Context: an optimization exercise on an open-source flow, tuned for small area. The choices shown serve that exercise and are no tape-out recipe.
Where RTL was checked, it was by simulation tests only, not by an equivalence proof against the original.

## main
// voices
module voices (
    input  logic        clk,
    input  logic        rst_n,
    input  logic        sample_strobe,
    input  logic [63:0] freq_in,
    input  logic [47:0] pulse_width_in,
    input  logic [31:0] wave_ctrl_in,
    input  logic [15:0] attack_in,
    input  logic [15:0] decay_in,
    input  logic [15:0] sustain_in,
    input  logic [15:0] release_in,
    output logic [15:0] left_out,
    output logic [15:0] right_out
);
For scale: ~1,200 cells after synthesis.
export LEC_CHECK = 0
export ABC_AREA = 1
export CAP_MARGIN = 20
export CORE_MARGIN = 2
export CORE_UTILIZATION = 40
export SLEW_MARGIN = 20
create_clock -name core_clock -period 20.0 [get_ports {clk}]
standard.sh (not shown) runs the stock make flow with config.mk's settings and CLKGATE_MAP_FILE= SYNTH_SCRIPT=/design/flow/synth_recipe.tcl, a recipe that flattens the netlist after the stock synthesis.
==> flow/flow/run.sh <==
#!/bin/bash
# Standard ORFS layout with three changes:
#  - after floorplanning, the logic between the registers is remapped for area
#    (OpenROAD restructure, flow/rmp.tcl),
#  - the port buffers are made of the smallest buffer cell,
#  - the clock tree is built of clkbuf_8 cells without dummy loads.
set -euo pipefail
W=$(pwd)
python3 flow/dontuse_lib.py "$FLOW_HOME/platforms/sky130hd/config.mk" \
  "$FLOW_HOME/platforms/sky130hd/lib/sky130_fd_sc_hd__tt_025C_1v80.lib" "$W/rmp.lib" > dontuse_lib.log 2>&1
export RMP_LIB="$W/rmp.lib"
export POST_FLOORPLAN_TCL="$W/flow/rmp.tcl"
export BUFFER_PORTS_ARGS="-buffer_cell sky130_fd_sc_hd__buf_1"
export CTS_ARGS="-sink_clustering_enable -repair_clock_nets -buf_list sky130_fd_sc_hd__clkbuf_8 -sink_clustering_size 18 -sink_clustering_max_diameter 60 -dont_use_dummy_load"
bash standard.sh finish > standard.log 2>&1
Other scripts of this flow, unchanged in this note and not shown: flow/flow/dontuse_lib.py, flow/flow/rmp.tcl
### main -> the feature branch
-- flow/design.v --
<<< main, line 150
wire [3:0] drc  = st[2] ? dec_v : rel_v;
wire       kbit = st[0] ? KDR[{drc, u[3:0]}] : KATT[{att_v, u[3:0]}];
wire cmpv  = cmpe ^ ~st[0];
wire gp    = st[2];
wire nogt  = ~(gate ^ gp);                  
wire clr   = ~nogt | ge | cmpv;             
wire step  = nogt & ~cmpv & ge & (st[0] | (st[2] & ~st[1]));
wire inc   = step & ~st[0];
wire setss = nogt & st[1];
logic [2:0] nst;
always_comb begin
    if (!gp) nst = gate ? 3'b100 : ((st[0] & ~cmpv) ? 3'b001 : 3'b000);
    else if (!gate) nst = 3'b001;
    else if (st[1]) nst = 3'b110;
    else nst = cmpv ? (st[0] ? 3'b110 : 3'b101) : st;
end
wire gef = (u == 5'd3) ? 1'b1 : ge;
wire cef = (u == 5'd8) ? 1'b1 : cmpe;
wire cx  = st[0] ? (st[2] & ss) : (u[2:0] != 3'd0);
wire cyc_i = (u == 5'd19) ? 1'b1 : cyc;
wire cye_i = (u == 5'd16) ? 1'b1 : cye;
>>> the feature branch, line 150
wire [3:0] drc  = st[2] ? dec_v : rel_v;
wire       kbit = st[0] ? KDR[{drc, u[3:0]}] : KATT[{att_v, u[3:0]}];
wire gp    = st[2];
wire nogt  = ~(gate ^ gp);                  
wire clr   = ~nogt | ge | cmpe;             
wire step  = nogt & ~cmpe & ge & (st[0] | (st[2] & ~st[1]));
wire inc   = step & ~st[0];
wire setss = nogt & st[1];
logic [2:0] nst;
always_comb begin
    if (!gp) nst = gate ? 3'b100 : ((st[0] & ~cmpe) ? 3'b001 : 3'b000);
    else if (!gate) nst = 3'b001;
    else if (st[1]) nst = 3'b110;
    else nst = cmpe ? (st[0] ? 3'b110 : 3'b101) : st;
end
wire gef = (u == 5'd3) ? 1'b1 : ge;
wire cef = (u == 5'd8) ? 1'b1 : cmpe;
wire cyc_i = (u == 5'd19) ? 1'b1 : cyc;
wire cye_i = (u == 5'd16) ? 1'b1 : cye;
<<< main, line 174
        ge <= (y0 & ~kbit) | (y0 & gef) | (~kbit & gef);
    if (b1 & win(u, 8, 15))
        cmpe <= (~x8 & cx) | (~x8 & cef) | (cx & cef);
    cyc <= cyc_i & y16;
    cye <= cye_i & ~(x16 ^ inc);
>>> the feature branch, line 172
        ge <= (y0 & ~kbit) | (y0 & gef) | (~kbit & gef);
    if (b1 & win(u, 8, 15))
        cmpe <= ~st[0] ? (cef & x8) :
                st[2]  ? ((~x8 & ss) | (~x8 & cef) | (ss & cef)) :
                         (cef & ~x8);
    cyc <= cyc_i & y16;
    cye <= cye_i & ~(x16 ^ inc);
<<< main, line 304
always_ff @(posedge clk) begin
    mc <= (pbit & mm) | (pbit & mci) | (mm & mci);
    if (mixw) mix <= {pbit ^ mm ^ mci, mix[17:1]};
end
assign left_out  = mix[17:2] & {16{~fresh}};
assign right_out = mix[17:2] & {16{~fresh}};
endmodule
>>> the feature branch, line 304
always_ff @(posedge clk) begin
    mc <= (pbit & mm) | (pbit & mci) | (mm & mci);
    if (!rst_n) mix[17:2] <= 16'h0;
    else if (mixw) mix <= {pbit ^ mm ^ mci, mix[17:1]};
end
assign left_out  = mix[17:2];
assign right_out = mix[17:2];
endmodule
--- outcome ---
The feature branch has count of clock-buffer cells in the layout above what main had.
[compare] base=main new=the feature branch: layout-stage area growth over the synthesis result increased 0.19 points; met1 track demand over resource in global routing went up.
Looking at biggest cell delay along the critical path, the feature branch sits 0.15 ns below main.
Taking main as the reference, in the feature branch number of library cell types mapped by synthesis now smaller; final standard cell area without fillers held steady; total standard cell area after synthesis essentially unchanged; number of fill cells in the layout now sits lower.
On die area, the feature branch tracks main almost exactly.
In the feature branch relative to main, synthesized area divided by synthesized cell count had gone down by a few percent.
Function not checked in main: the RTL went through the layout flow alone.

==> what the ideal ports hide <==
No port has a modelled driver above. Below, the same layouts with a new extraction and two added sets of constraints.
Step 1 assumes that a clkbuf_16 drives the clock port and a buf_2 every other input.
Step 2 moves the port delays by t, midway between the first and last clock arrival at a register: inputs arrive t later, outputs are due t later. That takes back most of the time a late clock gives input paths.
Slacks: ideal / step 1 / step 2; pairs: ideal / step 1.
run	t (ns)	slack for setup (ns)	hold slack, ns	worst data-port slew with drivers (ns)
main	0.541	11.471 / 11.492 / 10.950	0.303 / 0.303 / 0.303	0.08
the feature branch	0.561	11.677 / 11.693 / 11.131	0.280 / 0.280 / 0.280	0.09
After both steps every run listed still meets setup and hold. For the feature branch, which loses most, drivers alone change the setup slack by +0.016 ns; drivers and shift together by -0.546 ns.
